Context: an optimization exercise on an open-source flow, tuned for small area and a short achievable clock period. The choices shown serve that exercise and are no tape-out recipe. The RTL was checked by simulation tests, not by an equivalence proof against the original design. Power is estimated from default activity; no workload was simulated.

--- flow/run.sh ---
#!/bin/bash
# synth_recipe.tcl (not shown) runs the flow's synth.tcl, then flattens the netlist and writes it again
# the make line also repeats each setting of config.mk as NAME=value (left out here)
make -C /OpenROAD-flow-scripts/flow DESIGN_CONFIG=/design/flow/config.mk WORK_HOME=/design/flow/orfs CLKGATE_MAP_FILE= SYNTH_SCRIPT=/design/flow/synth_recipe.tcl finish
--- flow/config.mk ---
export PLATFORM = sky130hd
export DESIGN_NAME = datapath_mi
export DESIGN_NICKNAME = datapath_mi
export VERILOG_FILES = /design/flow/design.v
export SDC_FILE = /design/flow/constraint.sdc
export NUM_CORES = 4
export LEC_CHECK = 0
export CAP_MARGIN = 20
export CORE_MARGIN = 2
export CORE_UTILIZATION = 55
export SETUP_SLACK_MARGIN = 4
export SLEW_MARGIN = 20
export SYNTH_HIERARCHICAL = 1
export SYNTH_MINIMUM_KEEP_SIZE = 0
--- flow/constraint.sdc ---
create_clock -name core_clock -period 11.0 [get_ports {clk}]
set_input_delay 2.2000 -clock core_clock [delete_from_list [all_inputs] [get_ports {clk}]]
set_output_delay 2.2000 -clock core_clock [all_outputs]
set_load 0.01 [all_outputs]
--- flow/design.v ---
module datapath_mi(clk, rst, data, control_word, K, I, alu_status, r0, r1, r2, r3, r4, r5, r6, r7);
	input clk, rst;
	input [21:0] control_word;
	input [7:0] K;
	output [15:0] I;
	output [3:0] alu_status;
	output [7:0] data, r0, r1, r2, r3, r4, r5, r6, r7;
	wire sl     = control_word[21];
	wire il     = control_word[20];
	wire pcl    = control_word[19];
	wire mr     = control_word[18];
	wire mw     = control_word[17];
	wire b_sel  = control_word[16];
	wire a_sel  = control_word[15];
	wire en_alu = control_word[14];
	wire ci     = control_word[13];
	wire [2:0] FS = control_word[12:10];
	wire w      = control_word[9];
	wire [2:0] SB = control_word[8:6];
	wire [2:0] SA = control_word[5:3];
	wire [2:0] DA = control_word[2:0];
	reg [7:0] R [0:6];
	reg [7:0] PC;
	reg [7:0] IR;
	reg [3:0] ST;
	wire [7:0] sela, selb;
	opdec deca(.s(SA), .x(a_sel), .y(sela));
	opdec decb(.s(SB), .x(b_sel), .y(selb));
	wire [7:0] A, B;       
	wire inv = FS[0] & FS[1];
	wire [7:0] g, p;       
	genvar i, b, k;
	generate
		for (b = 0; b < 8; b = b + 1) begin : op
			mux8 ma(.s(sela), .d({PC[b], R[6][b], R[5][b], R[4][b], R[3][b], R[2][b], R[1][b], R[0][b]}), .y(A[b]));
			mux8 mb(.s(selb), .d({K[b], R[6][b], R[5][b], R[4][b], R[3][b], R[2][b], R[1][b], R[0][b]}), .y(B[b]));
			pgx u(.a(A[b]), .b(B[b]), .inv(inv), .g(g[b]), .p(p[b]));
		end
	endgenerate
	wire [7:1] ng1;
	wire [7:2] np1;
	aoi21 l1_1(.a1(p[0]), .a2(ci), .b1(g[0]), .y(ng1[1]));
	generate
		for (k = 2; k <= 7; k = k + 1) begin : l1
			aoi21 ug(.a1(p[k-1]), .a2(g[k-2]), .b1(g[k-1]), .y(ng1[k]));
			nand2g up(.a(p[k-1]), .b(p[k-2]), .y(np1[k]));
		end
	endgenerate
	wire nci, c1;
	invg ici(.a(ci), .y(nci));
	invg ic1(.a(ng1[1]), .y(c1));
	wire [7:2] g2;
	wire [7:4] p2;
	oai21 l2_2(.a1(np1[2]), .a2(nci), .b1(ng1[2]), .y(g2[2]));
	oai21 l2_3(.a1(np1[3]), .a2(ng1[1]), .b1(ng1[3]), .y(g2[3]));
	generate
		for (k = 4; k <= 7; k = k + 1) begin : l2
			oai21 ug(.a1(np1[k]), .a2(ng1[k-2]), .b1(ng1[k]), .y(g2[k]));
			nor2g up(.a(np1[k]), .b(np1[k-2]), .y(p2[k]));
		end
	endgenerate
	wire [7:4] nc;
	aoi21 l3_4(.a1(p2[4]), .a2(ci), .b1(g2[4]), .y(nc[4]));
	aoi21 l3_5(.a1(p2[5]), .a2(c1), .b1(g2[5]), .y(nc[5]));
	aoi21 l3_6(.a1(p2[6]), .a2(g2[2]), .b1(g2[6]), .y(nc[6]));
	aoi21 l3_7(.a1(p2[7]), .a2(g2[3]), .b1(g2[7]), .y(nc[7]));
	wire cout = g[7] | (p[7] & ~nc[7]);
	wire [7:0] shl, shr;
	shifter sh(.a(A), .sh(B[2:0]), .l(shl), .r(shr));
	wire o_and, o_or, o_shl, o_shr, o_xor, add;
	fdec fd(.fs(FS), .en(en_alu), .o_and(o_and), .o_or(o_or), .o_shl(o_shl), .o_shr(o_shr), .o_xor(o_xor), .add(add));
	wire ram_rd = mr & ~mw & ~K[7] & ~en_alu;    
	wire ram_wr = mw & ~K[7];
	wire [7:0] lo = 8'd1 << K[2:0];
	wire [15:0] hi = 16'd1 << K[6:3];
	wire [127:0] rsel, wsel;
	wire [7:0] xb;      
	wire [7:0] q [0:127];
	generate
		for (i = 0; i < 128; i = i + 1) begin : word
			assign rsel[i] = lo[i % 8] & hi[i / 8] & ram_rd;
			assign wsel[i] = lo[i % 8] & hi[i / 8] & ram_wr;
			reg [7:0] m;
			always @(posedge clk) if (wsel[i]) m <= data;
			assign q[i] = m;
		end
		for (b = 0; b < 8; b = b + 1) begin : rd
			wire [42:0] y;
			for (k = 0; k < 42; k = k + 1) begin : l1
				aoi222 u(.a1(rsel[3*k]), .a2(q[3*k][b]),
					.b1(rsel[3*k+1]), .b2(q[3*k+1][b]),
					.c1(rsel[3*k+2]), .c2(q[3*k+2][b]), .y(y[k]));
			end
			aoi22 l1_last(.a1(rsel[126]), .a2(q[126][b]),
				.b1(rsel[127]), .b2(q[127][b]), .y(y[42]));
			wire [10:0] z;
			for (k = 0; k < 10; k = k + 1) begin : l2
				nand4g u(.a(y[4*k]), .b(y[4*k+1]), .c(y[4*k+2]), .d(y[4*k+3]), .y(z[k]));
			end
			nand3g l2_last(.a(y[40]), .b(y[41]), .c(y[42]), .y(z[10]));
			wire [2:0] u;
			nor4g l3_0(.a(z[0]), .b(z[1]), .c(z[2]), .d(z[3]), .y(u[0]));
			nor4g l3_1(.a(z[4]), .b(z[5]), .c(z[6]), .d(z[7]), .y(u[1]));
			nor3g l3_2(.a(z[8]), .b(z[9]), .c(z[10]), .y(u[2]));
			othbit ob(.o_and(o_and), .o_or(o_or), .o_shl(o_shl), .o_shr(o_shr), .o_xor(o_xor),
				.g(g[b]), .p(p[b]), .l(shl[b]), .r(shr[b]), .u0(u[0]), .u1(u[1]), .u2(u[2]), .x(xb[b]));
		end
	endgenerate
	finp f0(.p(p[0]), .c(ci),     .add(add), .x(xb[0]), .y(data[0]));
	finn f1(.p(p[1]), .cn(ng1[1]), .add(add), .x(xb[1]), .y(data[1]));
	finp f2(.p(p[2]), .c(g2[2]),  .add(add), .x(xb[2]), .y(data[2]));
	finp f3(.p(p[3]), .c(g2[3]),  .add(add), .x(xb[3]), .y(data[3]));
	finn f4(.p(p[4]), .cn(nc[4]), .add(add), .x(xb[4]), .y(data[4]));
	finn f5(.p(p[5]), .cn(nc[5]), .add(add), .x(xb[5]), .y(data[5]));
	finn f6(.p(p[6]), .cn(nc[6]), .add(add), .x(xb[6]), .y(data[6]));
	finn f7(.p(p[7]), .cn(nc[7]), .add(add), .x(xb[7]), .y(data[7]));
	wire [7:0] cin = {~nc[7], ~nc[6], ~nc[5], ~nc[4], g2[3], g2[2], ~ng1[1], ci};
	reg [7:0] F;
	always @* begin
		case (FS)
			3'b000: F = g;
			3'b001: F = g | p;
			3'b010: F = p ^ cin;
			3'b011: F = p ^ cin;
			3'b100: F = shl;
			3'b101: F = shr;
			3'b110: F = p;
			default: F = 8'd0;
		endcase
	end
	wire Z = (F == 8'd0);
	wire N = F[7];
	wire C = cout;
	wire V = ~(A[7] ^ B[7] ^ inv) & (F[7] ^ A[7]);
	reg [7:0] rom;
	always @* begin
		if (PC[7:4] != 4'd0 || PC[3:2] == 2'b11) rom = 8'h00;
		else case (PC[1:0])
			2'd0: rom = 8'h12;
			2'd1: rom = 8'h43;
			2'd2: rom = 8'h67;
			default: rom = 8'h98;
		endcase
	end
	integer j;
	always @(posedge clk or posedge rst) begin
		if (rst) begin
			for (j = 0; j < 7; j = j + 1) R[j] <= 8'd0;
			PC <= 8'd0;
			IR <= 8'd0;
			ST <= 4'd0;
		end else begin
			if (w && DA != 3'd7) R[DA] <= data;
			if (sl) ST <= {V, C, N, Z};
			if (pcl) PC <= data;
			if (il) IR <= rom;
		end
	end
	assign I = {8'd0, IR};
	assign alu_status = ST;
	assign r0 = R[0];
	assign r1 = R[1];
	assign r2 = R[2];
	assign r3 = R[3];
	assign r4 = R[4];
	assign r5 = R[5];
	assign r6 = R[6];
	assign r7 = 8'd0;
endmodule
module opdec(s, x, y);
	input [2:0] s;
	input x;
	output [7:0] y;
	assign y[0] = ~x & (s == 3'd0);
	assign y[1] = ~x & (s == 3'd1);
	assign y[2] = ~x & (s == 3'd2);
	assign y[3] = ~x & (s == 3'd3);
	assign y[4] = ~x & (s == 3'd4);
	assign y[5] = ~x & (s == 3'd5);
	assign y[6] = ~x & (s == 3'd6);
	assign y[7] = x;
endmodule
module mux8(s, d, y);
	input [7:0] s, d;
	output y;
	assign y = |(s & d);
endmodule
module pgx(a, b, inv, g, p);
	input a, b, inv;
	output g, p;
	assign g = a & (b ^ inv);
	assign p = a ^ b ^ inv;
endmodule
module shifter(a, sh, l, r);
	input [7:0] a;
	input [2:0] sh;
	output [7:0] l, r;
	assign l = a << sh;
	assign r = a >> sh;
endmodule
module fdec(fs, en, o_and, o_or, o_shl, o_shr, o_xor, add);
	input [2:0] fs;
	input en;
	output o_and, o_or, o_shl, o_shr, o_xor, add;
	assign o_and = en & (fs == 3'b000);
	assign o_or  = en & (fs == 3'b001);
	assign add   = en & (fs[2:1] == 2'b01);
	assign o_shl = en & (fs == 3'b100);
	assign o_shr = en & (fs == 3'b101);
	assign o_xor = en & (fs == 3'b110);
endmodule
module othbit(o_and, o_or, o_shl, o_shr, o_xor, g, p, l, r, u0, u1, u2, x);
	input o_and, o_or, o_shl, o_shr, o_xor, g, p, l, r, u0, u1, u2;
	output x;
	assign x = (o_and & g) | (o_or & (g | p)) | (o_shl & l) | (o_shr & r) | (o_xor & p)
		| ~(u0 & u1 & u2);
endmodule
module finp(p, c, add, x, y);
	input p, c, add, x;
	output y;
	assign y = add ? (p ^ c) : x;
endmodule
module finn(p, cn, add, x, y);
	input p, cn, add, x;
	output y;
	assign y = add ? ~(p ^ cn) : x;
endmodule
module aoi222(a1, a2, b1, b2, c1, c2, y);
	input a1, a2, b1, b2, c1, c2;
	output y;
	assign y = ~((a1 & a2) | (b1 & b2) | (c1 & c2));
endmodule
module aoi22(a1, a2, b1, b2, y);
	input a1, a2, b1, b2;
	output y;
	assign y = ~((a1 & a2) | (b1 & b2));
endmodule
module nand4g(a, b, c, d, y);
	input a, b, c, d;
	output y;
	assign y = ~(a & b & c & d);
endmodule
module nand3g(a, b, c, y);
	input a, b, c;
	output y;
	assign y = ~(a & b & c);
endmodule
module nor4g(a, b, c, d, y);
	input a, b, c, d;
	output y;
	assign y = ~(a | b | c | d);
endmodule
module nor3g(a, b, c, y);
	input a, b, c;
	output y;
	assign y = ~(a | b | c);
endmodule
module aoi21(a1, a2, b1, y);
	input a1, a2, b1;
	output y;
	assign y = ~((a1 & a2) | b1);
endmodule
module oai21(a1, a2, b1, y);
	input a1, a2, b1;
	output y;
	assign y = ~((a1 | a2) & b1);
endmodule
module nand2g(a, b, y);
	input a, b;
	output y;
	assign y = ~(a & b);
endmodule
module nor2g(a, b, y);
	input a, b;
	output y;
	assign y = ~(a | b);
endmodule
module invg(a, y);
	input a;
	output y;
	assign y = ~a;
endmodule
==> results.json, run 1 <==
{
  "floorplan.initialDensity": 0.552,
  "clock-root-buffer": "sky130_fd_sc_hd__clkbuf_16",
  "tritoncts": "done",
  "die_area_sq_um": 78100,
  "dominantRegCellSynth": "sky130_fd_sc_hd__edfxtp_1",
  "p_per_area_nw_per_um2": 190,
  "timing.critical_path.buf_inv": 6,
  "area_growth_from_synthesis_to_final_layout_pct": 23.4,
  "post_synth_num_cell_types": 67,
  "postSynthAreaPerCell_sq_um": 17.8,
  "worstPathMaxFanout": 8,
  "run_status": "no timing/DRC/antenna violations",
  "fin_tns_setup_ns": 0,
  "maxClockFrequency_mhz": 132,
  "post-synth-top-area-fraction": 0.736,
  "worstHoldEndpoint": "IR[1]",
  "max_cap_viol_count": 0,
  "die_h_um": 280,
  "detail_route.drc_violations": 0,
  "numCtsBuffers": 108,
  "timing.final.crit_share": 0.691,
  "final_util": 0.682,
  "std_cell_rows": 101,
  "globalplace.congestion": 0.930,
  "layout.cells.non_filler": 3832,
  "cts.reportedPaths.clkPinSlew_ns": 0.06,
  "critPathMostFrequentCell": "sky130_fd_sc_hd__buf_12",
  "drt.antenna.violating_nets": 0,
  "syn_inst": 2344,
  "reg2reg_slack_ns": 5.59,
  "globalRouteTotalUtil": 0.322,
  "synth_warnings": 9,
  "count_of_flip_flops_with_a_built_in_enable_after_synthesis": 1024,
  "timing.reg2reg.worst_path_depth": 33,
  "post_drt_via_cell_ratio": 7.01,
  "clock_insertion_delay_worst_skew_ns": 0.68,
  "pin_count": 124,
  "worst_setup_path_start_kind": "primary input",
  "cp_top_family": "simple AND/OR/NAND/NOR gates",
  "buffer_ports.inserted": 107,
  "timing.hold.worst.start": "IR[1]",
  "clock_tree.buffer_depth": 3,
  "post_route_cells_drive_above_1_share": 0.284,
  "timing.final.hold_violations": 0,
  "synth-seq-area-share": 0.780,
  "rsz0062_at_grt": "true",
  "slew_headroom": 0.301,
  "drt_pass1_iterations": 12,
  "critical_path.reg2reg.endpoint": "word[98].m[6]",
  "dr.first_iter.drc_count": 4598,
  "async_reset_ff_frac": 0.0665,
  "flip_flop_and_latch_count_after_synthesis": 1097,
  "clock_sink_count": 1097,
  "largest_area_contributor_in_the_synthesized_netlist": "sky130_fd_sc_hd__edfxtp_1",
  "slowest_delay_ns": 0.46,
  "grt_pass1_wl_um": 182000,
  "ys_top_cells_by_count": "sky130_fd_sc_hd__edfxtp_1 (1024), sky130_fd_sc_hd__a222oi_1 (336), sky130_fd_sc_hd__nor2_1 (281)",
  "ys_top_cells_by_area": "sky130_fd_sc_hd__edfxtp_1 (74%), sky130_fd_sc_hd__a222oi_1 (8.1%), sky130_fd_sc_hd__dfrtp_1 (4.4%)",
  "slowest_stage_cell_on_the_critical_path": "sky130_fd_sc_hd__a222oi_1",
  "floorplan.core_area_sq_um": 75600,
  "detailed_place_hpwl_um": 74600,
  "irDropWorstVdd_uv": 147,
  "design.final.nets": 2797,
  "gr-total-overflow": 0,
  "r2r_start": "R[2][0]",
  "minimum_clock_period_after_layout_ns": 7.60,
  "cts_htree_levels": 3,
  "antenna_found_initial": 1,
  "route.final.wire_length_um": 127000,
  "via_count_of_the_first_global_routing_pass": 25700,
  "endpoint_kind": "output port",
  "path_cells": "buf_12, nor2_4, nand2_4, nor3b_4, buf_6, buf_12, nand2_8, buf_12, buf_4, nor2_4, a222oi_1, nand4_1, nor3_4, and3_4, nand4_1, mux2_4, buf_6",
  "worstHoldPathType": "flop to flop",
  "die_w_um": 280,
  "number_of_endpoints_failing_setup_at_the_final_stage": 0,
  "synth.cell_area_sq_um": 41800,
  "max_slew.worst_pin.slew_ns": 1.04,
  "route.detailed.wl_per_inst_um": 33.1,
  "required_ns": 8.80,
  "p_leak_nw": 16.9,
  "dr_total_vias": 26800,
  "timing.clock.skew_ns": 0.0476,
  "timing.setup.critical_path_class": "primary input to output port",
  "count_leader_synth": "sky130_fd_sc_hd__edfxtp_1",
  "crit_arrival_ns": 5.40,
  "dpl.cell_count": 3419,
  "p_total_mw": 9.79,
  "grt_start_max_net_pins": 106,
  "maxSlewViolCount": 0,
  "min_path_cells": 1
}
[report_power, final]
group | switching (mW) | internal [mW]
logic | 0.700 | 0.416
clock network | 1.56 | 2.19
registers | 0.107 | 4.82
total | 2.37 | 7.42
[worst reg2reg max path: cells and delay by family (launching register included)]
| kind | cells | cell delay, ns |
|---|---|---|
| simple gates | 3 | 0.51 |
| compound gates | 3 | 0.71 |
| buf+inv | 25 | 2.79 |
| flops | 1 | 0.44 |
| mux | 2 | 0.64 |
[Yosys stat by module (local to each module, per instance), a selection]
module,cells inside,copies in the design
nor2g,1,4
pgx,3,8
datapath_mi,1610,1
fdec,6,1
aoi22,1,8
aoi21,1,11
opdec,8,2
nor4g,1,16
nor3g,1,8
[worst max-delay path by stage]
stage,startpoint,endpoint,slack [ns],cells after the start
floorplan,control_word[6],data[3],3.43,9
global placement,control_word[14],data[3],1.36,14
detailed placement,control_word[14],data[3],1.23,14
CTS,K[7],data[6],3.54,15
global route,control_word[14],data[6],3.44,17
finish,control_word[14],data[6],3.40,17
[flip-flops by register name, indices dropped and copies added, names as in the netlist]
signal and cells:
IR 5, word.m 1024, ST 4, PC 8
R 56
[cells in the final DEF (no fill, tap or decap), types with 27 or more instances in the layout]
cell                                 n
sky130_fd_sc_hd__edfxtp_1         1024
sky130_fd_sc_hd__nor2_1            154
sky130_fd_sc_hd__nor2_2             67
sky130_fd_sc_hd__buf_4             175
sky130_fd_sc_hd__clkdlybuf4s50_1    78
sky130_fd_sc_hd__a222oi_1          336
sky130_fd_sc_hd__nand4_1           105
sky130_fd_sc_hd__buf_12             38
sky130_fd_sc_hd__nor2_4             60
sky130_fd_sc_hd__buf_6              41
sky130_fd_sc_hd__dfrtp_1            73
sky130_fd_sc_hd__clkbuf_16         109
sky130_fd_sc_hd__mux2_2             70
sky130_fd_sc_hd__a22oi_1            63
sky130_fd_sc_hd__nand2_1            27
[kinds of logic (layout without fill, tap and decap cells)]
kind of cell / after synthesis / in the layout / share of synthesized area
AOI/OAI and AO/OA: 487 / 488 / 0.108
xor gates and xnor gates: 31 / 31 / 0.00650
adders and majority gates: 3 / 3 / 0.000899
buffers and inverters: 76 / 563 / 0.00962
DFF: 1097 / 1097 / 0.780
muxes: 85 / 88 / 0.0234
other: 1 / 18 / 0.0000898
and+or+nand+nor: 564 / 566 / 0.0708
[timing repair]
item | 4_1_cts | 5_1_grt
hold buffers | 0 | 0
pin swaps | 146 | 59
cloned | 8 | 1
setup endpoints to repair | 575 | 22
setup buffers | 172 | 30
gates resized for setup | 350 | 49
[per-stage QoR]
step                cell area, sq um  worst slack (ns)  hold WS (ns)
detailed placement             44700              1.23         0.499
CTS                            51100              3.54         0.512
global placement               44700              1.36         0.495
floorplan                      42500              3.43         0.504
finish                         51500              3.40         0.512
global route                   51500              3.44         0.540
[per-layer routing]
metal | track usage | up-vias | wire length (um) | share of wire
met5 | 0 | - | 13 | 0.00010
met4 | 0.0931 | 2 | 4010 | 0.032
met3 | 0.0555 | 226 | 12300 | 0.097
met2 | 0.510 | 1669 | 60200 | 0.47
met1 | 0.466 | 13900 | 50200 | 0.40
li1 | - | 11100 | - | -
[layout make-up]
cell class,count,area [sq um]
clock inverters,69,810
inverters,11,41.3
multi-input cells,1192,10500
repair buffers,352,3540
clock buffers,131,2850
flip-flops and latches,1097,32600
diodes,2,5.00
well taps,978,1220
fillers,4993,24100
==> run 2: changes to the inputs <==
--- a/flow/config.mk
+++ b/flow/config.mk
@@ -10,2 +10,4 @@
 export CORE_UTILIZATION = 55
+export CTS_CLUSTER_DIAMETER = 80
+export CTS_CLUSTER_SIZE = 30
 export SETUP_SLACK_MARGIN = 4
==> results.json, run 2 <==
{
  "run_status": "no timing/DRC/antenna violations",
  "flip_flop_and_latch_count_after_synthesis": 1097,
  "clock_insertion_delay_worst_skew_ns": 0.66,
  "p_leak_nw": 15.8,
  "crit_arrival_ns": 5.40,
  "timing.clock.skew_ns": 0.0597,
  "r2r_start": "R[3][0]",
  "route.detailed.wl_per_inst_um": 33.7,
  "synth.cell_area_sq_um": 41800,
  "final.fill_count": 5192,
  "numCtsBuffers": 47,
  "worst_setup_path_start_kind": "primary input",
  "layout_common_cells": "sky130_fd_sc_hd__edfxtp_1 (1024), sky130_fd_sc_hd__a222oi_1 (336), sky130_fd_sc_hd__buf_4 (172), sky130_fd_sc_hd__nor2_1 (150), sky130_fd_sc_hd__nand4_1 (105)",
  "clock-root-buffer": "sky130_fd_sc_hd__clkbuf_16",
  "floorplan.initialDensity": 0.552,
  "slew_headroom": 0.306,
  "grt_start_max_net_pins": 106,
  "final_area_sq_um": 49400,
  "cts_htree_levels": 2,
  "cts.reportedPaths.clkPinSlew_ns": 0.09,
  "synth_warnings": 9,
  "timing.hold.worst.start": "IR[1]",
  "syn_inst": 2344,
  "die_w_um": 280,
  "globalRouteTotalUtil": 0.317,
  "detailed_place.area_sq_um": 44700,
  "share_comb_of_total_power": 0.137,
  "p_total_mw": 8.12,
  "dr_total_vias": 26300,
  "power.switching_fraction": 0.255,
  "buffer_ports.inserted": 107,
  "yosys.area_share.xor_xnor": 0.00650,
  "max_slew.worst_pin.slew_ns": 1.04,
  "route.final.wire_length_um": 125000,
  "die_h_um": 280,
  "dominantRegCellSynth": "sky130_fd_sc_hd__edfxtp_1",
  "irDropWorstVdd_uv": 150,
  "async_reset_ff_frac": 0.0665,
  "die_area_sq_um": 78100,
  "p_per_area_nw_per_um2": 164,
  "maxSlewViolCount": 0,
  "regs_by_ff_count": "word.m x1024, R x56, PC x8",
  "ys_top_cells_by_area": "sky130_fd_sc_hd__edfxtp_1 (74%), sky130_fd_sc_hd__a222oi_1 (8.1%), sky130_fd_sc_hd__dfrtp_1 (4.4%)",
  "minimum_clock_period_after_layout_ns": 7.60,
  "fin_tns_setup_ns": 0,
  "mostFrequentLayoutCell": "sky130_fd_sc_hd__edfxtp_1",
  "post_synth_fa_ha_maj_area_fraction": 0.000899,
  "worstPathMaxFanout": 8,
  "antenna_found_initial": 1,
  "tritoncts": "done",
  "postSynthAreaPerCell_sq_um": 17.8,
  "dr.first_iter.drc_count": 4661,
  "worstHoldPathType": "flop to flop",
  "number_of_endpoints_failing_setup_at_the_final_stage": 0,
  "drt_pass1_iterations": 9,
  "power.sequential.fraction": 0.605,
  "drt.antenna.violating_nets": 0,
  "max_cap_viol_count": 0,
  "floorplan.core_area_sq_um": 75600,
  "ctsHoldBuffers": 0,
  "post_synth_num_cell_types": 67,
  "rsz0062_at_grt": "true",
  "cellInternalPower_mw": 6.05,
  "largest_register_ffs": 1024,
  "pin_count": 124,
  "dpl.cell_count": 3419,
  "main_combinational_cell_family_by_area_after_synthesis": "compound AO/OA/AOI/OAI gates",
  "clockPowerShare": 0.258,
  "regMostFlops": "word.m",
  "design.final.nets": 2737,
  "largest_area_contributor_in_the_synthesized_netlist": "sky130_fd_sc_hd__edfxtp_1",
  "fraction_of_the_mapped_netlist_area_in_compound_gates": 0.108,
  "required_ns": 8.80,
  "synth-simple-area-share": 0.0708,
  "post_drt_via_cell_ratio": 7.10,
  "std_cell_rows": 101,
  "synth-seq-area-share": 0.780,
  "globalplace.congestion": 0.930,
  "endpoint_kind": "output port",
  "detail_route.drc_violations": 0,
  "grt_pass1_wl_um": 179000,
  "count_leader_synth": "sky130_fd_sc_hd__edfxtp_1",
  "post-synth-top-area-fraction": 0.736,
  "detailed_place_hpwl_um": 74600,
  "count_of_flip_flops_with_a_built_in_enable_after_synthesis": 1024,
  "timing.final.hold_violations": 0,
  "layout.cells.non_filler": 3702,
  "maxClockFrequency_mhz": 132,
  "gr-total-overflow": 0,
  "timing.critical_path.from": "K[7]",
  "synthMuxAreaShare": 0.0234,
  "clock_tree.buffer_depth": 3,
  "post_route_cells_drive_above_1_share": 0.264,
  "via_count_of_the_first_global_routing_pass": 24900,
  "timing.final.crit_share": 0.691,
  "clock_sink_count": 1097,
  "ys_top_cells_by_count": "sky130_fd_sc_hd__edfxtp_1 (1024), sky130_fd_sc_hd__a222oi_1 (336), sky130_fd_sc_hd__nor2_1 (281)",
  "netSwitchingPower_mw": 2.07,
  "area_growth_from_synthesis_to_final_layout_pct": 18.4,
  "timing.setup.critical_path_class": "primary input to output port"
}
## run 2: cell types whose count changed in the layout (fill, tap and decap cells not counted), moves of 5 or more
| cell | delta |
|---|---|
| sky130_fd_sc_hd__nor2_4 | +14 |
| sky130_fd_sc_hd__nor2_2 | -10 |
| sky130_fd_sc_hd__clkinv_1 | -13 |
| sky130_fd_sc_hd__bufinv_16 | -14 |
| sky130_fd_sc_hd__clkbuf_16 | -61 |
| sky130_fd_sc_hd__inv_6 | -5 |
| sky130_fd_sc_hd__clkinv_2 | -14 |
| sky130_fd_sc_hd__clkbuf_1 | -17 |
## run 2: routing by layer
layer / GRT usage / vias up / wire length, um
li1: - / 10900 / -
met1: 0.469 / 13600 / 50500
met2: 0.500 / 1591 / 58900
met3: 0.0456 / 210 / 11500
met4: 0.0860 / 0 / 3980
met5: 0 / - / 0
## run 2: worst paths after layout
check	to	slack [ns]	depth (start not counted)
min reg2reg	IR[1]	0.52	1
max	data[6]	3.40	16
max reg2reg	word[114].m[6]	5.71	31
min	IR[1]	0.52	1
max in group asynchronous	ST[0]	8.20	3
min in group asynchronous	R[6][7]	2.19	3
## run 2: power by group through the flow
stage / Clock (mW) / Sequential [mW] / Combinational, mW
floorplan: 0 / 4.99 / 0.434
global placement: 0 / 5.00 / 0.887
detailed placement: 0 / 5.00 / 0.905
CTS: 2.12 / 4.91 / 1.06
global route: 2.26 / 4.92 / 1.18
finish: 2.09 / 4.91 / 1.11
## run 2: repair_timing
| action | in CTS | in global routing |
|---|---|---|
| pin swaps | 149 | 48 |
| resized for setup | 340 | 91 |
| setup buffers | 180 | 22 |
| gates cloned | 9 | 1 |
| endpoints found under the setup margin | 574 | 22 |
## run 2: Yosys stat by module (local to each module, per instance), excerpt
module	cells inside	flip-flops and latches
nand3g	1	0
nor3g	1	0
opdec	8	0
mux8	5	0
finn	2	0
aoi222	1	0
aoi21	1	0
datapath_mi	1610	1097
finp	3	0
nor4g	1	0
nand4g	1	0
othbit	5	0
nand2g	1	0
## run 2: metrics by stage
stage / worst slack (ns) / util / hold slack, ns
final: 3.40 / 0.654 / 0.519
after floorplan: 3.43 / - / 0.504
after detailed placement: 1.23 / 0.591 / 0.499
after CTS: 3.51 / 0.647 / 0.520
after global placement: 1.36 / 0.591 / 0.495
after global routing: 3.42 / 0.654 / 0.548
## run 2: layout make-up
type,count,area [sq um],area share
Clock inverter,21,221,0.00448
Antenna cell,1,2.50,0.0000506
Sequential cell,1097,32600,0.659
Inverter,11,41.3,0.000835
Timing Repair Buffer,353,3550,0.0718
Clock buffer,49,1200,0.0244
Tap cell,978,1220,0.0248
Multi-Input combinational cell,1192,10600,0.215
## run 2: logic make-up after synthesis
kind of cell,count (synthesis)
AO/OA/AOI/OAI,487
XOR/XNOR,31
other,1
multiplexers,85
AND/OR/NAND/NOR,564
buffers and inverters,76
adder cells (fa/ha/maj),3
flip-flops,1097
## run 2: worst max-delay path, stage by stage
cell                       delay, ns
sky130_fd_sc_hd__buf_8          0.08
sky130_fd_sc_hd__nor2_4         0.04
sky130_fd_sc_hd__nand2_4        0.08
sky130_fd_sc_hd__nor3b_4        0.06
sky130_fd_sc_hd__buf_4          0.15
sky130_fd_sc_hd__nand2_8        0.14
sky130_fd_sc_hd__buf_12         0.16
sky130_fd_sc_hd__buf_4          0.15
sky130_fd_sc_hd__nor2_2         0.09
sky130_fd_sc_hd__a222oi_1       0.47
sky130_fd_sc_hd__nand4_1        0.39
sky130_fd_sc_hd__nor4_4         0.37
sky130_fd_sc_hd__and3_4         0.29
sky130_fd_sc_hd__nand4_1        0.15
sky130_fd_sc_hd__mux2_4         0.40
sky130_fd_sc_hd__buf_6          0.15
==> run 3: changes to the inputs <==
==> flow/flow/run.sh (new file) <==
#!/bin/bash
set -euo pipefail
bash standard.sh BUFFER_PORTS_ARGS="-buffer_cell sky130_fd_sc_hd__buf_2" finish > standard_flow.log 2>&1
==> flow/standard.sh (new file) <==
#!/bin/bash
# synth_recipe.tcl (not shown) runs the flow's synth.tcl, then flattens the netlist and writes it again
# the make line also repeats each setting of config.mk as NAME=value (left out here)
make -C /OpenROAD-flow-scripts/flow DESIGN_CONFIG=/design/flow/config.mk WORK_HOME=/design/flow/orfs CLKGATE_MAP_FILE= SYNTH_SCRIPT=/design/flow/synth_recipe.tcl "${@:-finish}"
--- a/flow/config.mk
+++ b/flow/config.mk
@@ -11,3 +11,3 @@
 export CTS_CLUSTER_DIAMETER = 80
-export CTS_CLUSTER_SIZE = 30
+export CTS_CLUSTER_SIZE = 25
 export SETUP_SLACK_MARGIN = 4
removed: flow/run.sh
==> results.json, run 3 <==
{
  "flip_flop_and_latch_count_after_synthesis": 1097,
  "post_route_cells_drive_above_1_share": 0.283,
  "minimum_clock_period_after_layout_ns": 7.72,
  "timing.final.hold_violations": 0,
  "post-synth-top-area-fraction": 0.736,
  "drt.antenna.violating_nets": 0,
  "globalplace.congestion": 0.917,
  "slowest_delay_ns": 0.50,
  "max_slew.worst_pin.slew_ns": 1.10,
  "run_status": "no timing/DRC/antenna violations",
  "post_synth_num_cell_types": 67,
  "area_growth_from_synthesis_to_final_layout_pct": 16.2,
  "die_w_um": 280,
  "power.sequential.fraction": 0.602,
  "synth_warnings": 9,
  "timing.critical_path.buf_inv": 7,
  "ys_top_cells_by_area": "sky130_fd_sc_hd__edfxtp_1 (74%), sky130_fd_sc_hd__a222oi_1 (8.1%), sky130_fd_sc_hd__dfrtp_1 (4.4%)",
  "post_synth_fa_ha_maj_area_fraction": 0.000899,
  "finalWorstSetupSlack_ns": 3.28,
  "gr-total-overflow": 0,
  "regMostFlops": "word.m",
  "cp_top_family": "simple AND/OR/NAND/NOR gates",
  "clockPowerShare": 0.270,
  "layout_common_cells": "sky130_fd_sc_hd__edfxtp_1 (1024), sky130_fd_sc_hd__a222oi_1 (336), sky130_fd_sc_hd__buf_4 (154), sky130_fd_sc_hd__nor2_1 (149), sky130_fd_sc_hd__nand4_1 (105)",
  "die_area_sq_um": 78100,
  "netSwitchingPower_mw": 2.08,
  "route.final.wire_length_um": 124000,
  "maxClockFrequency_mhz": 129,
  "reg2reg_slack_ns": 5.58,
  "timing.setup.critical_path_class": "primary input to output port",
  "die_h_um": 280,
  "numCtsBuffers": 53,
  "count_of_flip_flops_with_a_built_in_enable_after_synthesis": 1024,
  "grt_start_max_net_pins": 87,
  "largest_area_contributor_in_the_synthesized_netlist": "sky130_fd_sc_hd__edfxtp_1",
  "clock_insertion_delay_worst_skew_ns": 0.66,
  "endpoint_kind": "output port",
  "timing.reg2reg.worst_path_depth": 32,
  "regs_by_ff_count": "word.m x1024, R x56, PC x8",
  "ff_latch_area_sq_um": 32600,
  "clock_sink_count": 1097,
  "worstPathMaxFanout": 8,
  "via_count_of_the_first_global_routing_pass": 24600,
  "yosys.area_share.xor_xnor": 0.00650,
  "post_drt_via_cell_ratio": 7.13,
  "grt_pass1_wl_um": 175000,
  "p_leak_nw": 15.7,
  "globalRouteTotalUtil": 0.312,
  "cts.reportedPaths.clkPinSlew_ns": 0.10,
  "largest_register_ffs": 1024,
  "fin_tns_setup_ns": 0,
  "postSynthAreaPerCell_sq_um": 17.8,
  "number_of_endpoints_failing_setup_at_the_final_stage": 0,
  "synthMuxAreaShare": 0.0234,
  "timing.clock.skew_ns": 0.0251,
  "path_cells": "buf_8, nor2_4, nand2_4, nor3b_4, buf_12, buf_12, nand2_8, buf_16, nor2_4, buf_12, a222oi_1, nand4_1, nor4_4, and3_1, nand4_1, buf_4, mux2_8, buf_6",
  "ctsHoldBuffers": 0,
  "clock_tree.buffer_depth": 3,
  "mostFrequentLayoutCell": "sky130_fd_sc_hd__edfxtp_1",
  "maxSlewViolCount": 0,
  "synth.cell_area_sq_um": 41800,
  "r2r_start": "R[3][0]",
  "pre_cts_slack_ns": 2.11,
  "slew_headroom": 0.264,
  "design.final.nets": 2708,
  "dr_total_vias": 26200,
  "share_comb_of_total_power": 0.127,
  "detailed_place_hpwl_um": 74100,
  "syn_inst": 2344,
  "critical_path.reg2reg.endpoint": "word[127].m[5]",
  "cellInternalPower_mw": 6.08,
  "dr.first_iter.drc_count": 5020,
  "dominantRegCellSynth": "sky130_fd_sc_hd__edfxtp_1",
  "required_ns": 8.80,
  "pin_count": 124,
  "cts_htree_levels": 2,
  "p_total_mw": 8.15,
  "floorplan.core_area_sq_um": 75600,
  "synth-seq-area-share": 0.780,
  "slowest_stage_cell_on_the_critical_path": "sky130_fd_sc_hd__a222oi_1",
  "critical_path_depth": 18,
  "main_combinational_cell_family_by_area_after_synthesis": "compound AO/OA/AOI/OAI gates",
  "fraction_of_the_mapped_netlist_area_in_compound_gates": 0.108,
  "final.fill_count": 5384,
  "route.detailed.wl_per_inst_um": 33.9,
  "detail_route.drc_violations": 0,
  "timing.critical_path.from": "K[7]",
  "std_cell_rows": 101,
  "critPathMostFrequentCell": "sky130_fd_sc_hd__buf_12",
  "synth-simple-area-share": 0.0708,
  "endpoint": "data[5]",
  "crit_arrival_ns": 5.52,
  "worstHoldPathType": "flop to flop",
  "power.switching_fraction": 0.255,
  "floorplan.initialDensity": 0.552,
  "rsz0062_at_grt": "true",
  "ys_top_cells_by_count": "sky130_fd_sc_hd__edfxtp_1 (1024), sky130_fd_sc_hd__a222oi_1 (336), sky130_fd_sc_hd__nor2_1 (281)",
  "timing.final.crit_share": 0.702,
  "buffer_ports.inserted": 107,
  "max_cap_viol_count": 0,
  "count_leader_synth": "sky130_fd_sc_hd__edfxtp_1",
  "async_reset_ff_frac": 0.0665,
  "p_per_area_nw_per_um2": 168,
  "antenna_found_initial": 6,
  "irDropWorstVdd_uv": 205,
  "tritoncts": "done",
  "multi_input_area_sq_um": 10400,
  "final_util": 0.642,
  "drt_pass1_iterations": 10,
  "clock-root-buffer": "sky130_fd_sc_hd__clkbuf_16",
  "worst_setup_path_start_kind": "primary input"
}
[run 3: cell counts after synthesis]
Identical to the previous run, type by type.
[run 3: cells by family after synthesis]
kind of cell | after synthesis
simple gates | 564
compound gates | 487
buf+inv | 76
mux | 85
xor+xnor | 31
fa+ha+maj | 3
other cells | 1
flops | 1097
[run 3: final cells by class]
cell class / count / share of cell area
antenna: 1 / 0.0000516
multi-input combinational: 1196 / 0.214
clock inverter: 15 / 0.00366
clock buffer: 56 / 0.0280
inverter: 11 / 0.000851
sequential: 1097 / 0.671
tap: 978 / 0.0252
timing repair buffer: 314 / 0.0564
[run 3: Yosys stat by module, one instance, submodules excluded, a selection]
module | cells | cell area [sq um]
invg | 1 | 3.75
othbit | 5 | 35.0
finn | 2 | 23.8
finp | 3 | 17.5
nand3g | 1 | 5.00
aoi222 | 1 | 10.0
nor3g | 1 | 10.0
mux8 | 5 | 36.3
[run 3: how the worst min path moves through the flow]
stage / startpoint / to / slack [ns] / depth (start not counted)
2_1_floorplan: PC[2] / PC[2] / 0.50 / 1
3_3_place_gp: IR[1] / IR[1] / 0.49 / 1
3_5_place_dp: IR[1] / IR[1] / 0.50 / 1
4_1_cts: IR[1] / IR[1] / 0.52 / 1
5_1_grt: ST[2] / ST[2] / 0.57 / 2
6_report: IR[1] / IR[1] / 0.51 / 1
[run 3: through the flow]
stage	cell area (sq um)	hold slack (ns)	instances
final	48500	0.515	3668
after global routing	48500	0.565	3667
after CTS	47800	0.521	3608
after detailed placement	44100	0.499	3406
after global placement	44100	0.487	3406
after floorplan	42500	0.504	2359
[run 3: layer usage]
layer | vias up | share of wire | global-route usage
met4 | 8 | 0.036 | 0.0956
met1 | 13500 | 0.39 | 0.444
li1 | 10800 | - | -
met5 | - | 0.00044 | 0
met3 | 266 | 0.096 | 0.0631
met2 | 1592 | 0.48 | 0.494
[run 3: worst register-to-register path: cells and delay by family (launching register included)]
family,cells,cell delay [ns]
AO/OA/AOI/OAI,3,0.71
buffers and inverters,24,2.75
multiplexers,2,0.69
flip-flops,1,0.46
AND/OR/NAND/NOR,3,0.53
[run 3: power groups by stage]
stage	combinational [mW]	clock (mW)	sequential [mW]
3_5_place_dp	0.825	0	5.00
6_report	1.04	2.20	4.91
4_1_cts	0.988	2.23	4.90
5_1_grt	1.10	2.37	4.92
3_3_place_gp	0.812	0	5.00
2_1_floorplan	0.434	0	4.99
[run 3: repair_timing]
item                       4_1_cts  5_1_grt
setup endpoints to repair      293       41
gates cloned                     7        3
pin swaps                      109       66
setup buffers                  124       56
gates resized for setup        194       51
==> run 4: changes to the inputs <==
--- a/flow/design.v
+++ b/flow/design.v
@@ -21,2 +21,3 @@
 	wire [2:0] DA = control_word[2:0];
+	wire [7:0] bus;       
 	reg [7:0] R [0:6];
@@ -83,3 +84,3 @@
 			reg [7:0] m;
-			always @(posedge clk) if (wsel[i]) m <= data;
+			always @(posedge clk) if (wsel[i]) m <= bus;
 			assign q[i] = m;
@@ -116,2 +117,10 @@
 	finn f7(.p(p[7]), .cn(nc[7]), .add(add), .x(xb[7]), .y(data[7]));
+	finp fi0(.p(p[0]), .c(ci),     .add(add), .x(xb[0]), .y(bus[0]));
+	finn fi1(.p(p[1]), .cn(ng1[1]), .add(add), .x(xb[1]), .y(bus[1]));
+	finp fi2(.p(p[2]), .c(g2[2]),  .add(add), .x(xb[2]), .y(bus[2]));
+	finp fi3(.p(p[3]), .c(g2[3]),  .add(add), .x(xb[3]), .y(bus[3]));
+	finn fi4(.p(p[4]), .cn(nc[4]), .add(add), .x(xb[4]), .y(bus[4]));
+	finn fi5(.p(p[5]), .cn(nc[5]), .add(add), .x(xb[5]), .y(bus[5]));
+	finn fi6(.p(p[6]), .cn(nc[6]), .add(add), .x(xb[6]), .y(bus[6]));
+	finn fi7(.p(p[7]), .cn(nc[7]), .add(add), .x(xb[7]), .y(bus[7]));
 	wire [7:0] cin = {~nc[7], ~nc[6], ~nc[5], ~nc[4], g2[3], g2[2], ~ng1[1], ci};
@@ -152,5 +161,5 @@
 		end else begin
-			if (w && DA != 3'd7) R[DA] <= data;
+			if (w && DA != 3'd7) R[DA] <= bus;
 			if (sl) ST <= {V, C, N, Z};
-			if (pcl) PC <= data;
+			if (pcl) PC <= bus;
 			if (il) IR <= rom;
==> results.json, run 4 <==
{
  "run_status": "no timing/DRC/antenna violations",
  "drt.antenna.violating_nets": 0,
  "ctsHoldBuffers": 0,
  "power.sequential.fraction": 0.614,
  "cts_htree_levels": 2,
  "synthMuxAreaShare": 0.0251,
  "crit_arrival_ns": 5.33,
  "fin_tns_setup_ns": 0,
  "regMostFlops": "word.m",
  "p_per_area_nw_per_um2": 169,
  "power.switching_fraction": 0.248,
  "floorplan.core_area_sq_um": 75700,
  "maxClockFrequency_mhz": 133,
  "min_path_cells": 2,
  "final_util": 0.625,
  "number_of_endpoints_failing_setup_at_the_final_stage": 0,
  "cp_top_family": "simple AND/OR/NAND/NOR gates",
  "layout.cells.non_filler": 3588,
  "path_cells": "buf_12, nor2_4, nand2_4, nor3_4, buf_12, nand3_4, buf_12, nor2_4, a222oi_1, nand4_1, nor4_4, and3_4, nand4_1, mux2_4, buf_6",
  "rsz0062_at_grt": "true",
  "antenna_found_initial": 1,
  "endpoint_kind": "output port",
  "timing.clock.skew_ns": 0.0361,
  "tritoncts": "done",
  "yosys.area_share.xor_xnor": 0.00815,
  "netSwitchingPower_mw": 1.98,
  "buffer_ports.inserted": 107,
  "final.fill_count": 5386,
  "pre_cts_slack_ns": 2.16,
  "route.final.wire_length_um": 121000,
  "worstPathMaxFanout": 6,
  "required_ns": 8.80,
  "synth_warnings": 9,
  "pin_count": 124,
  "timing.setup.critical_path_class": "primary input to output port",
  "final.hold.worst_slack_ns": 0.526,
  "numCtsBuffers": 52,
  "post_synth_num_cell_types": 67,
  "detailed_place.area_sq_um": 43700,
  "critPathMostFrequentCell": "sky130_fd_sc_hd__buf_12",
  "minimum_clock_period_after_layout_ns": 7.53,
  "area_growth_from_synthesis_to_final_layout_pct": 12.9,
  "dr_total_vias": 25800,
  "clockPowerShare": 0.271,
  "synth-simple-area-share": 0.0708,
  "gr-total-overflow": 0,
  "post-synth-top-area-fraction": 0.733,
  "count_of_flip_flops_with_a_built_in_enable_after_synthesis": 1024,
  "maxSlewViolCount": 0,
  "mostFrequentLayoutCell": "sky130_fd_sc_hd__edfxtp_1",
  "flip_flop_and_latch_count_after_synthesis": 1097,
  "slew_headroom": 0.279,
  "largest_area_contributor_in_the_synthesized_netlist": "sky130_fd_sc_hd__edfxtp_1",
  "cellInternalPower_mw": 6.01,
  "finalWorstSetupSlack_ns": 3.47,
  "max_slew.worst_pin.slew_ns": 1.08,
  "clock-root-buffer": "sky130_fd_sc_hd__clkbuf_16",
  "dominantRegCellSynth": "sky130_fd_sc_hd__edfxtp_1",
  "antennaDiodeCount": 0,
  "die_w_um": 280,
  "dr.first_iter.drc_count": 4691,
  "timing.final.crit_share": 0.685,
  "post_synth_fa_ha_maj_area_fraction": 0.000895,
  "regs_by_ff_count": "word.m x1024, R x56, PC x8",
  "grt_start_max_net_pins": 116,
  "critical_path_depth": 15,
  "cts.reportedPaths.clkPinSlew_ns": 0.09,
  "floorplan.initialDensity": 0.554,
  "p_leak_nw": 15.2,
  "largest_register_ffs": 1024,
  "ys_top_cells_by_area": "sky130_fd_sc_hd__edfxtp_1 (73%), sky130_fd_sc_hd__a222oi_1 (8.0%), sky130_fd_sc_hd__dfrtp_1 (4.4%)",
  "detail_route.drc_violations": 0,
  "timing.critical_path.buf_inv": 4,
  "slowest_delay_ns": 0.63,
  "timing.final.hold_violations": 0,
  "route.detailed.wl_per_inst_um": 33.7,
  "dpl.cell_count": 3423,
  "globalplace.congestion": 0.897,
  "p_total_mw": 7.98,
  "detailed_place_hpwl_um": 74400,
  "async_reset_ff_frac": 0.0665,
  "synth.cell_area_sq_um": 41900,
  "syn_inst": 2363,
  "post_route_cells_drive_above_1_share": 0.233,
  "die_h_um": 280,
  "postSynthAreaPerCell_sq_um": 17.7,
  "fraction_of_the_mapped_netlist_area_in_compound_gates": 0.108,
  "main_combinational_cell_family_by_area_after_synthesis": "compound AO/OA/AOI/OAI gates",
  "ys_top_cells_by_count": "sky130_fd_sc_hd__edfxtp_1 (1024), sky130_fd_sc_hd__a222oi_1 (336), sky130_fd_sc_hd__nor2_1 (284)",
  "timing.reg2reg.worst_path_depth": 10,
  "grt_pass1_wl_um": 172000,
  "clock_sink_count": 1097,
  "clock_insertion_delay_worst_skew_ns": 0.66,
  "count_leader_synth": "sky130_fd_sc_hd__edfxtp_1",
  "slowest_stage_cell_on_the_critical_path": "sky130_fd_sc_hd__a222oi_1",
  "share_comb_of_total_power": 0.115,
  "worst_setup_path_start_kind": "primary input",
  "max_cap_viol_count": 0,
  "irDropWorstVdd_uv": 120,
  "std_cell_rows": 101,
  "via_count_of_the_first_global_routing_pass": 24400,
  "die_area_sq_um": 78400,
  "drt_pass1_iterations": 10,
  "globalRouteTotalUtil": 0.303,
  "clock_tree.buffer_depth": 3,
  "worstHoldPathType": "flop to flop",
  "post_drt_via_cell_ratio": 7.20,
  "final_area_sq_um": 47300,
  "layout_common_cells": "sky130_fd_sc_hd__edfxtp_1 (1024), sky130_fd_sc_hd__a222oi_1 (336), sky130_fd_sc_hd__nor2_1 (204), sky130_fd_sc_hd__nand4_1 (105), sky130_fd_sc_hd__buf_4 (95)",
  "synth-seq-area-share": 0.777,
  "design.final.nets": 2630
}
run 4: changes by cell type after synthesis:
cell                      change
sky130_fd_sc_hd__a21oi_1      +3
sky130_fd_sc_hd__mux2_4       +5
sky130_fd_sc_hd__nor2_1       +3
sky130_fd_sc_hd__xnor2_1      +8
run 4: final cells by class:
cell class                      count  area [sq um]  share of cell area
Tap cell                          978          1220              0.0259
Clock inverter                      9           135             0.00286
Multi-Input combinational cell   1206         10100               0.213
Clock buffer                       60          1350              0.0286
Inverter                           11          41.3            0.000873
Timing Repair Buffer              227          1880              0.0398
Sequential cell                  1097         32600               0.689
run 4: timing repair:
action	in CTS	in global routing
pin swaps	134	38
setup buffers	76	16
gates cloned	4	0
resized for setup	262	18
endpoints found under the setup margin	549	8
run 4: worst paths after layout:
kind / from / slack (ns) / end
hold / removal: ST[1] / 0.53 / ST[1]
setup / recovery: control_word[14] / 3.47 / data[5]
hold reg to reg: ST[1] / 0.53 / ST[1]
setup reg to reg: R[3][3] / 6.47 / word[127].m[4]
max in group asynchronous: rst / 8.56 / R[4][6]
min in group asynchronous: rst / 1.85 / IR[3]
run 4: power groups by stage:
| stage | Sequential (mW) | Combinational, mW | Clock [mW] |
|---|---|---|---|
| floorplan | 4.99 | 0.454 | 0 |
| global placement | 4.99 | 0.825 | 0 |
| detailed placement | 5.00 | 0.838 | 0 |
| CTS | 4.90 | 0.909 | 2.19 |
| global route | 4.91 | 0.981 | 2.33 |
| finish | 4.90 | 0.914 | 2.17 |
run 4: cells by family after synthesis:
group,after synthesis
AOI/OAI and AO/OA,490
xor gates and xnor gates,39
adders and majority gates,3
buffers and inverters,76
DFF,1097
muxes,90
other,1
and+or+nand+nor,567
run 4: per-module statistics from Yosys, one instance, submodules excluded, a selection:
module	cells inside	copies in the design	flops+latches
nor3g	1	8	0
invg	1	2	0
mux8	5	16	0
oai21	1	6	0
nor4g	1	16	0
aoi22	1	8	0
fdec	6	1	0
nand2g	1	6	0
nand4g	1	80	0
nor2g	1	4	0
aoi222	1	336	0
pgx	3	8	0
run 4: worst register-to-register path, cell delays in order (launching register included):
cell and delay, ns:
sky130_fd_sc_hd__dfrtp_1 0.45, sky130_fd_sc_hd__a22oi_1 0.43, sky130_fd_sc_hd__nand4_1 0.19, sky130_fd_sc_hd__xor2_1 0.39, sky130_fd_sc_hd__xor2_4 0.37, sky130_fd_sc_hd__nand2_1 0.18
sky130_fd_sc_hd__o21ai_1 0.20, sky130_fd_sc_hd__a21oi_2 0.09, sky130_fd_sc_hd__xnor2_1 0.18, sky130_fd_sc_hd__mux2_4 0.78, sky130_fd_sc_hd__buf_4 0.89
run 4: layer usage:
layer  vias to the layer above  track usage  wire (um)
li1                      10700            -          -
met1                     13400        0.434      47800
met2                      1555        0.491      58400
met3                       178       0.0469      11300
met4                         0       0.0820       3510
met5                         -            0          0
==> run 5: changes to the inputs <==
--- a/flow/config.mk
+++ b/flow/config.mk
@@ -9,3 +9,3 @@
 export CORE_MARGIN = 2
-export CORE_UTILIZATION = 55
+export CORE_UTILIZATION = 65
 export CTS_CLUSTER_DIAMETER = 80
@@ -16 +16,2 @@
 export SYNTH_MINIMUM_KEEP_SIZE = 0
+export TNS_END_PERCENT = 0
==> results.json, run 5 <==
{
  "timing.hold.worst.start": "ST[1]",
  "dpl.cell_count": 3308,
  "r2r_start": "R[3][0]",
  "layout_common_cells": "sky130_fd_sc_hd__edfxtp_1 (1024), sky130_fd_sc_hd__a222oi_1 (336), sky130_fd_sc_hd__nor2_1 (242), sky130_fd_sc_hd__nand4_1 (105), sky130_fd_sc_hd__buf_2 (96)",
  "required_ns": 8.80,
  "route.detailed.wl_per_inst_um": 33.0,
  "numCtsBuffers": 50,
  "max_slew.worst_pin.slew_ns": 1.09,
  "p_total_mw": 7.89,
  "detailed_place_hpwl_um": 70700,
  "cts_htree_levels": 2,
  "layout.cells.non_filler": 3453,
  "crit_arrival_ns": 5.35,
  "flip_flop_and_latch_count_after_synthesis": 1097,
  "timing.clock.skew_ns": 0.0453,
  "die_area_sq_um": 66500,
  "gr-total-overflow": 0,
  "die_h_um": 258,
  "max_cap_viol_count": 0,
  "maxClockFrequency_mhz": 132,
  "ys_top_cells_by_count": "sky130_fd_sc_hd__edfxtp_1 (1024), sky130_fd_sc_hd__a222oi_1 (336), sky130_fd_sc_hd__nor2_1 (284)",
  "cellInternalPower_mw": 5.99,
  "floorplan.core_area_sq_um": 64100,
  "design.final.nets": 2612,
  "worst_setup_path_start_kind": "primary input",
  "drt.antenna.violating_nets": 0,
  "pre_cts_slack_ns": 2.47,
  "die_w_um": 258,
  "slew_headroom": 0.276,
  "antennaDiodeCount": 0,
  "async_reset_ff_frac": 0.0665,
  "final.fill_count": 3895,
  "synth_warnings": 9,
  "clock_insertion_delay_worst_skew_ns": 0.65,
  "power.sequential.fraction": 0.621,
  "pin_count": 124,
  "synth-simple-area-share": 0.0708,
  "count_leader_synth": "sky130_fd_sc_hd__edfxtp_1",
  "dr_total_vias": 25800,
  "postSynthAreaPerCell_sq_um": 17.7,
  "globalplace.congestion": 0.946,
  "cts.reportedPaths.clkPinSlew_ns": 0.09,
  "count_of_flip_flops_with_a_built_in_enable_after_synthesis": 1024,
  "post_drt_via_cell_ratio": 7.47,
  "run_status": "no timing/DRC/antenna violations",
  "timing.critical_path.from": "K[2]",
  "post_synth_num_cell_types": 67,
  "fin_tns_setup_ns": 0,
  "post_synth_fa_ha_maj_area_fraction": 0.000895,
  "clock_tree.buffer_depth": 3,
  "largest_area_contributor_in_the_synthesized_netlist": "sky130_fd_sc_hd__edfxtp_1",
  "share_comb_of_total_power": 0.111,
  "floorplan.initialDensity": 0.654,
  "rsz0062_at_grt": "true",
  "drt_pass1_iterations": 10,
  "post-synth-top-area-fraction": 0.733,
  "main_combinational_cell_family_by_area_after_synthesis": "compound AO/OA/AOI/OAI gates",
  "buffer_ports.inserted": 107,
  "largest_register_ffs": 1024,
  "regs_by_ff_count": "word.m x1024, R x56, PC x8",
  "irDropWorstVdd_uv": 129,
  "dominantRegCellSynth": "sky130_fd_sc_hd__edfxtp_1",
  "post_route_cells_drive_above_1_share": 0.207,
  "netSwitchingPower_mw": 1.90,
  "detail_route.drc_violations": 0,
  "antenna_found_initial": 1,
  "maxSlewViolCount": 0,
  "dr.first_iter.drc_count": 5482,
  "via_count_of_the_first_global_routing_pass": 24500,
  "regMostFlops": "word.m",
  "number_of_endpoints_failing_setup_at_the_final_stage": 0,
  "minimum_clock_period_after_layout_ns": 7.55,
  "power.switching_fraction": 0.241,
  "ctsHoldBuffers": 0,
  "synth.cell_area_sq_um": 41900,
  "synthMuxAreaShare": 0.0251,
  "std_cell_rows": 93,
  "worstHoldPathType": "flop to flop",
  "grt_pass1_wl_um": 165000,
  "area_growth_from_synthesis_to_final_layout_pct": 10.9,
  "syn_inst": 2363,
  "timing.final.hold_violations": 0,
  "clock-root-buffer": "sky130_fd_sc_hd__clkbuf_16",
  "yosys.area_share.xor_xnor": 0.00815,
  "route.final.wire_length_um": 114000,
  "finalWorstSetupSlack_ns": 3.45,
  "worstPathMaxFanout": 8,
  "clock_sink_count": 1097,
  "endpoint_kind": "output port",
  "timing.setup.critical_path_class": "primary input to output port",
  "clockPowerShare": 0.267,
  "synth-seq-area-share": 0.777,
  "mostFrequentLayoutCell": "sky130_fd_sc_hd__edfxtp_1",
  "grt_start_max_net_pins": 104,
  "ys_top_cells_by_area": "sky130_fd_sc_hd__edfxtp_1 (73%), sky130_fd_sc_hd__a222oi_1 (8.0%), sky130_fd_sc_hd__dfrtp_1 (4.4%)",
  "fraction_of_the_mapped_netlist_area_in_compound_gates": 0.108,
  "p_per_area_nw_per_um2": 170,
  "globalRouteTotalUtil": 0.341,
  "p_leak_nw": 15.1,
  "tritoncts": "done",
  "timing.final.crit_share": 0.687
}
## run 5: cell counts after synthesis
Identical to the previous run, type by type.
## run 5: power groups by stage
stage                     logic, mW  registers [mW]  clock network, mW
final                         0.878            4.90               2.11
after global routing          0.941            4.91               2.28
after CTS                     0.859            4.90               2.13
after detailed placement      0.817            5.00                  0
after global placement        0.798            5.00                  0
after floorplan               0.448            4.99                  0
## run 5: kinds of logic after synthesis
kind of cell | Yosys count
DFF | 1097
other | 1
xor gates and xnor gates | 39
AOI/OAI and AO/OA | 490
adders and majority gates | 3
muxes | 90
and+or+nand+nor | 567
buffers and inverters | 76
## run 5: path summary, 6_finish.rpt
path,endpoint,slack (ns),cells after the start
setup / recovery,data[2],3.45,13
hold reg to reg,ST[1],0.53,2
min in group asynchronous,IR[3],1.68,2
hold / removal,ST[1],0.53,2
max in group asynchronous,R[2][1],8.29,3
setup reg to reg,R[0][0],6.42,13
## run 5: layout make-up
type,instances,area (sq um),area share
Timing Repair Buffer,212,1680,0.0362
Tap cell,855,1070,0.0230
Inverter,11,41.3,0.000888
Clock buffer,68,1380,0.0297
Sequential cell,1097,32600,0.701
Multi-Input combinational cell,1205,9660,0.208
Clock inverter,5,85.1,0.00183
## run 5: what timing repair did
action | CTS | global route
setup endpoints to repair | 529 | 8
gates resized for setup | 157 | 34
buffers inserted | 57 | 12
gates cloned | 3 | 0
pin swaps | 74 | 32
## run 5: critical path: stages
cell,delay (ns)
sky130_fd_sc_hd__buf_4,0.17
sky130_fd_sc_hd__nor2b_4,0.16
sky130_fd_sc_hd__nand2_4,0.16
sky130_fd_sc_hd__buf_12,0.19
sky130_fd_sc_hd__nor2_1,0.15
sky130_fd_sc_hd__a222oi_1,0.56
sky130_fd_sc_hd__nand4_1,0.37
sky130_fd_sc_hd__nor4_4,0.57
sky130_fd_sc_hd__and3_4,0.27
sky130_fd_sc_hd__nand4_1,0.15
sky130_fd_sc_hd__nor2_1,0.13
sky130_fd_sc_hd__a21oi_1,0.06
sky130_fd_sc_hd__buf_2,0.18
## run 5: metrics by stage
stage                     hold WS, ns  utilization  area, sq um
after global routing            0.552        0.725        46500
final                           0.526        0.725        46500
after floorplan                 0.504            -        42000
after detailed placement        0.508        0.679        43500
after CTS                       0.530        0.721        46300
after global placement          0.489        0.679        43500
## run 5: routing by layer
metal  GRT usage  vias up  wire, um
li1            -    10600         -
met1       0.496    13100     43400
met2       0.531     1864     53300
met3      0.0643      232     13200
met4       0.110        2      4110
met5           0        -         9
## run 5: Yosys stat by module, one instance, submodules excluded, a selection
module       cells  area, sq um
aoi22            1         12.5
nand4g           1         6.26
opdec            8         77.6
finn             2         23.8
aoi21            1         8.76
nor2g            1         3.75
pgx              3         25.0
nand3g           1         5.00
datapath_mi   1610        35400
othbit           5         35.0
finp             3         17.5
mux8             5         36.3
nor3g            1         10.0

[what the ideal ports hide]
The flow's constraints put no driver on any port. The routed layouts listed below were extracted and timed again, unchanged, in two steps. Step 1 assumes that a clkbuf_16 drives the clock port and a buf_2 every other input. Step 2 moves the port delays by t, midway between the first and last clock arrival at a register: inputs arrive t later, outputs are due t later. That takes back most of the time a late clock gives input paths. Three values: ideal ports, drivers, drivers and shift; two values: the first two.
run	shift t [ns]	slack for setup (ns)	latest minus earliest clock arrival (ns)
run 1	0.725	3.401 / 3.336 / 2.964	0.047 / 0.048
run 2	0.699	3.402 / 3.340 / 3.103	0.060 / 0.060
run 3	0.716	3.275 / 3.210 / 2.963	0.026 / 0.026
run 4	0.709	3.467 / 3.406 / 3.406	0.036 / 0.036
run 5	0.693	3.447 / 3.401 / 3.401	0.045 / 0.046
After both steps every run listed still meets setup and hold. The setup slack of run 1, which loses most, moves by -0.065 ns with the drivers and by -0.437 ns with both steps.
